Background: an optimization exercise with open tools, aiming at small area and a short achievable clock period. Do not read the settings as production practice. In this exercise RTL edits were held to simulation tests only and were not proved equivalent to the original.

P:
## fixed_point_alu
module fixed_point_alu (
    input clk,
    input rst,
    input [1:0] op,
    input signed [15:0] a,
    input signed [15:0] b,
    output signed [23:0] out,
    output overflow
);
clock: 60.0 ns
lec_check: 0
abc_area: 1
cap_margin: 20
core_margin: 2
core_utilization: 40
slew_margin: 20
standard.sh (not shown) runs the stock make flow with config.mk's settings and CLKGATE_MAP_FILE= SYNTH_SCRIPT=/design/flow/synth_recipe.tcl, a recipe that flattens the netlist after the stock synthesis.
==> flow/flow/run.sh <==
#!/bin/bash
# Standard layout, with timing repair asked for more setup slack than the
# clock needs, so that the critical paths get sized up.
export SETUP_SLACK_MARGIN=30
bash standard.sh > standard.log 2>&1
Setup changes, P to Q
--- a/flow/flow/run.sh
+++ b/flow/flow/run.sh
@@ -3,3 +3,3 @@
 # clock needs, so that the critical paths get sized up.
-export SETUP_SLACK_MARGIN=30
+export SETUP_SLACK_MARGIN=27
 bash standard.sh > standard.log 2>&1
Findings:
P leaves more setup margin than Q. Compared to P, Q has proportion of cell area occupied by multi-input gates 2.7 points higher. Compared with P, Q shows wire length lower by 6300 um. Q vs. P: sequential share of layout area shows an increase of 0.38 points, slew at the pin closest to its max-slew limit shows a reduction of 120 ps. When Q is measured against P, its first-pass GRT wire length turns out 9000 um lower.
Relative to Q, the following input files were edited for R:
--- a/flow/flow/run.sh
+++ b/flow/flow/run.sh
@@ -3,3 +3,3 @@
 # clock needs, so that the critical paths get sized up.
-export SETUP_SLACK_MARGIN=27
+export SETUP_SLACK_MARGIN=20
 bash standard.sh > standard.log 2>&1
Findings:
Relative to Q, minimum setup slack after placement has decreased by 1390 ps in R. Delta (R minus Q): ratio of final minimum period to clock period shows an increase of 8.2 points; proportion of cell area occupied by registers shows an increase of 0.79 points; global-route wire length before repair shows a reduction of about 5%; number of standard cells in the final layout excluding fillers shows a reduction of about 7%.
The inputs of S differ from those of R as listed below.
--- a/flow/flow/run.sh
+++ b/flow/flow/run.sh
@@ -3,3 +3,3 @@
 # clock needs, so that the critical paths get sized up.
-export SETUP_SLACK_MARGIN=20
+export SETUP_SLACK_MARGIN=25
 bash standard.sh > standard.log 2>&1
Results
S was carried through to the last stage, and its layout satisfied the timing, design-rule and antenna checks.
The global-route usage was comparable across R and S.
Taking R as the reference point, the via count of the first global-routing pass of S rises by 2.4%.
Per the comparison of S with R, total length of routed met2 wires climbed 5.7%; post-placement cell count barely changed; cell count shows an increase of 3.5%; layout buffering overhead excluding clock cells now larger.
What T does differently from S at the input level:
==> flow/run.sh (new file) <==
#!/bin/bash
# synth_recipe.tcl (not shown) runs the flow's synth.tcl, then flattens the netlist and writes it again
# the make line also repeats each setting of config.mk as NAME=value (left out here)
make -C /OpenROAD-flow-scripts/flow DESIGN_CONFIG=/design/flow/config.mk WORK_HOME=/design/flow/orfs CLKGATE_MAP_FILE= SYNTH_SCRIPT=/design/flow/synth_recipe.tcl finish
removed: flow/flow/run.sh
removed: flow/standard.sh
Findings:
- Compared to S, the router laid down less metal wire for T.
- From S to T the numbers moved as follows: met2 layer wire length in the routed design went down, non-clock buffer count went down, worst-margin pin slew went down, number of design-rule violations left by the first detailed-router iteration went up.

* * *

Setup of run A:
Another version of the RTL of fixed_point_alu (not shown whole).
For scale: roughly 4,100 cells after synthesis, ~61 I/O pins, about 24,000 µm² of cells after synthesis.
clock: 60.0 ns
lec_check: 0
abc_area: 1
cap_margin: 20
core_margin: 2
core_utilization: 40
slew_margin: 20
==> flow/flow/run.sh <==
#!/bin/bash
# The standard layout (standard.sh), with timing repair asked for more setup
# slack than the clock needs, so that it sizes up the critical paths.
export SETUP_SLACK_MARGIN=33
export BUFFER_PORTS_ARGS="-buffer_cell sky130_fd_sc_hd__buf_2"
export SETUP_MOVE_SEQUENCE=unbuffer,sizeup,swap
bash standard.sh > standard.log 2>&1
Input-level comparison between run B and run A:
Settings: an added GPL_ROUTABILITY_DRIVEN of 0.
==> flow/flow/run.sh <==
#!/bin/bash
# The standard layout (standard.sh), with timing repair asked for more setup
# slack than the clock needs, so that it sizes up the critical paths.
export SETUP_SLACK_MARGIN=32
export BUFFER_PORTS_ARGS="-buffer_cell sky130_fd_sc_hd__buf_2"
bash standard.sh > standard.log 2>&1
### Flow results
[compare] base=run A new=run B: worst hold-check slack increased by 150 ps relative to the old numbers, number of cells in the design after placement comparable.
Against run A, run B comes in 3.3 points lower on share of cell area taken by multi-input logic gates.
From run A to run B the numbers moved as follows: total via count after detailed routing down 95, total wire length has decreased, final critical path time including I/O delays and setup went down, total non-filler cell area in the finished layout -7.3%.
Detailed-route vias per instance was lower in run B than in run A.
diff inputs: run B => run C
Settings: GPL_ROUTABILITY_DRIVEN removed (was 0); CORE_UTILIZATION changed from 40 to 50.
Findings:
~same number of signal-net inverters in the final layout in run C and run B
Run C vs run B on number of core rows: run C is the lower one.
Going from run B to run C, number of clock buffer instances in the layout fell by 1; effective utilization at floorplan grew by 10 points.
Cell at the slowest stage of the critical path = nor3_1: run B; cell at the slowest stage of the critical path = dfxtp_2: run C
[inputs] run D vs run C
Settings: CORE_UTILIZATION changed from 50 to 40.
==> flow/flow/run.sh <==
#!/bin/bash
# The standard layout (standard.sh), with timing repair asked for more setup
# slack than the clock needs, so that it sizes up the critical paths.
export SETUP_SLACK_MARGIN=0
export BUFFER_PORTS_ARGS="-buffer_cell sky130_fd_sc_hd__buf_2"
bash standard.sh > standard.log 2>&1
Notes after the runs:
- Global-route congestion overflow total: run D vs run C identical
- ~same non-clock inverter instance count of the final layout in run D and run C
- When run D is set beside run C, its global-route usage turns out to be 7.4 points smaller.
- Run D: met1 demand-to-capacity share in global routing 8.9 points below run C
Modified inputs, run E compared to run D
==> flow/flow/run.sh <==
#!/bin/bash
# The standard layout (standard.sh), with timing repair asked for more setup
# slack than the clock needs, so that it sizes up the critical paths.
export SETUP_SLACK_MARGIN=32
export BUFFER_PORTS_ARGS="-buffer_cell sky130_fd_sc_hd__buf_2"
export SETUP_MOVE_SEQUENCE=unbuffer,sizeup,swap
bash standard.sh > standard.log 2>&1
Notes after the runs:
- Worst hold slack across run D and run E: no real change.
- Routed wire in run E totals more than in run D.
- On first-pass GRT wire length, run E tracks run D almost exactly.
- The lower share of cell area taken by multi-input logic gates came out of run D.
- Comparing run D and run E, the lower number of antenna violations at the first check in global routing was measured on run D.
- Post-cts repair resize count | run E above run D
- In the reports for run D and run E, the smaller utilization belongs to run D.
- Setup slack in run E is larger than in run D.
- Per the comparison of run E with run D, design area increased 4.6%, maximum number of pins on one net before global-route repair essentially unchanged.

* * *

fixed_point_alu with an RTL version that a note above also has.
For scale: roughly 3,200 cells after synthesis, about 48 flip-flops, about 61 I/O pins, roughly 22,000 µm² of cells after synthesis.
export LEC_CHECK = 0
export ABC_AREA = 1
export CAP_MARGIN = 20
export CORE_MARGIN = 2
export CORE_UTILIZATION = 40
export SLEW_MARGIN = 20
create_clock -name core_clock -period 60.0 [get_ports {clk}]
==> flow/flow/run.sh <==
#!/bin/bash
# Standard layout, with timing repair asked for more setup slack than the
# clock needs, so that the critical paths get sized up.
export SETUP_SLACK_MARGIN=23
bash standard.sh > standard.log 2>&1
The starting point completed without violations.
Then changed:
==> flow/flow/run.sh (replaced) <==
#!/bin/bash
# The standard layout (standard.sh), with timing repair asked for more setup
# slack than the clock needs, so that it sizes up the critical paths.
export SETUP_SLACK_MARGIN=23
export BUFFER_PORTS_ARGS="-buffer_cell sky130_fd_sc_hd__buf_2"
bash standard.sh > standard.log 2>&1
First-iteration DRC count came out lower by about a fifth; worst setup slack improved by 0.096 ns; design area came out lower slightly; count of clock-buffer cells in the layout came out higher by 1; worst hold slack got worse by 0.39 ns; routed wire length came out lower slightly; final cell count came out lower slightly; sequential cell count stays the same; global-route usage came out lower by 0.29 points.

* * *

north:
RTL: one of the versions met above, not the one the previous note started from.
Size: ~50 flip-flops, about 61 I/O pins, about 0.024 mm^2 of cells after synthesis.
Settings: LEC_CHECK=0, ABC_AREA=1, CAP_MARGIN=20, CORE_MARGIN=2, CORE_UTILIZATION=40, SLEW_MARGIN=20; clock period 60.0 ns.
==> flow/flow/run.sh <==
#!/bin/bash
# The standard layout (standard.sh), with timing repair asked for more setup
# slack than the clock needs, so that it sizes up the critical paths.
export SETUP_SLACK_MARGIN=32
export BUFFER_PORTS_ARGS="-buffer_cell sky130_fd_sc_hd__buf_2"
bash standard.sh > standard.log 2>&1
### north -> south
# north
export LEC_CHECK = 0
export ABC_AREA = 1
export CAP_MARGIN = 20
export CORE_MARGIN = 2
export CORE_UTILIZATION = 40
export SLEW_MARGIN = 20
create_clock -name core_clock -period 60.0 [get_ports {clk}]
# south
export LEC_CHECK = 0
export ABC_AREA = 1
export CAP_MARGIN = 20
export CORE_MARGIN = 2
export CORE_UTILIZATION = 55
export SLEW_MARGIN = 20
create_clock -name core_clock -period 60.0 [get_ports {clk}]
==> flow/flow/run.sh <==
#!/bin/bash
# The standard layout (standard.sh), with timing repair asked for more setup
# slack than the clock needs, so that it sizes up the critical paths.
export SETUP_SLACK_MARGIN=0
export BUFFER_PORTS_ARGS="-buffer_cell sky130_fd_sc_hd__buf_2"
bash standard.sh > standard.log 2>&1
==> summary.txt <==
Post-synthesis cell area came out exactly the same in south and north.

* * *

Setup of v5:
fixed_point_alu again, from the RTL that the note above started with.
clock: 60.0 ns
lec_check: 0
abc_area: 1
cap_margin: 0
core_margin: 2
core_utilization: 40
slew_margin: 0
==> flow/flow/run.sh <==
#!/bin/bash
# The standard layout (standard.sh), with timing repair asked for more setup
# slack than the clock needs, so that it sizes up the critical paths.
export SETUP_SLACK_MARGIN=32
export BUFFER_PORTS_ARGS="-buffer_cell sky130_fd_sc_hd__buf_2"
bash standard.sh > standard.log 2>&1
[inputs] v17 vs v5
- CAP_MARGIN now 20, was 0
- SLEW_MARGIN now 20, was 0
==> flow/flow/run.sh <==
#!/bin/bash
# The standard layout (standard.sh), with timing repair asked for more setup
# slack than the clock needs, so that it sizes up the critical paths.
export SETUP_SLACK_MARGIN=0
export BUFFER_PORTS_ARGS="-buffer_cell sky130_fd_sc_hd__buf_2"
export REMOVE_ABC_BUFFERS=1
bash standard.sh > standard.log 2>&1
### Flow results
Length of routed met2 wiring delta (v5 -> v17): insignificant
Re global-route usage over all layers: v5 was lower than v17.
Compared with v5, v17 shows final area that has gone down by a few percent.
Delta (v17 minus v5): wire length rose 2.0 mm, cell count fell 1.1%, fraction of standard cell area in multi-input logic rose 0.81 points, met3 track demand over resource rose 0.31 points, non-clock buffer count fell 41.
Comparing via count for v17 and v5, the smaller number came from v17.
Wire length of the first global-routing pass (v17 vs. v5) increases by a few percent
For v5, the slowest library cell on the worst path was sky130_fd_sc_hd__nor3_2, unlike v17, where it was sky130_fd_sc_hd__dfxtp_1.
Between v5 and v17, number of iterations in the first detailed-routing pass decreased.

afterwards: timing with drivers on the ports:
The results above use ideal ports. As a check the final layouts listed here were re-extracted and re-timed, cells and wires unchanged.
Step 1: set_driving_cell puts a clkbuf_16 on clk and a buf_2 on each other input, an assumption about the parent block.
Step 2 also shifts input and output timing later by t, the mid clock arrival at the registers, as if the neighbouring blocks saw the same clock.
a / b / c = ideal ports / drivers / drivers and shift; a / b = the first two.
| run | t (ns) | slack for setup (ns) | slew at the worst register clock pin (ns) | pins driven straight from the clock port |
|---|---|---|---|---|
| P | 0.330 | 27.617 / 27.573 / 27.903 | 0.07 / 0.07 | 1 |
| Q | 0.350 | 27.476 / 27.431 / 27.781 | 0.07 / 0.07 | 1 |
| R | 0.330 | 22.558 / 22.518 / 22.686 | 0.07 / 0.07 | 1 |
| S | 0.331 | 26.315 / 26.272 / 26.363 | 0.07 / 0.07 | 1 |
| T | 0.329 | 19.781 / 19.741 / 20.070 | 0.07 / 0.07 | 1 |
| run A | 0.341 | 33.164 / 33.120 / 33.009 | 0.07 / 0.07 | 1 |
| run B | 0.335 | 33.392 / 33.415 / 33.080 | 0.07 / 0.07 | 1 |
| run C | 0.349 | 33.206 / 33.164 / 33.102 | 0.07 / 0.07 | 1 |
| run D | 0.341 | 31.326 / 31.281 / 31.169 | 0.07 / 0.07 | 1 |
| run E | 0.338 | 33.358 / 33.314 / 33.098 | 0.07 / 0.07 | 1 |
| the first run of note 3 | 0.329 | 24.846 / 24.807 / 24.884 | 0.07 / 0.07 | 1 |
| the second run of note 3 | 0.325 | 24.941 / 24.899 / 24.983 | 0.06 / 0.06 | 1 |
| north | 0.339 | 33.377 / 33.401 / 33.062 | 0.07 / 0.07 | 1 |
| south | 0.349 | 30.212 / 30.164 / 30.200 | 0.07 / 0.07 | 1 |
| v5 | 0.340 | 33.369 / 33.394 / 33.054 | 0.07 / 0.07 | 1 |
| v17 | 0.341 | 30.433 / 30.382 / 30.723 | 0.07 / 0.07 | 1 |
After both steps setup and hold are still met in every run listed.
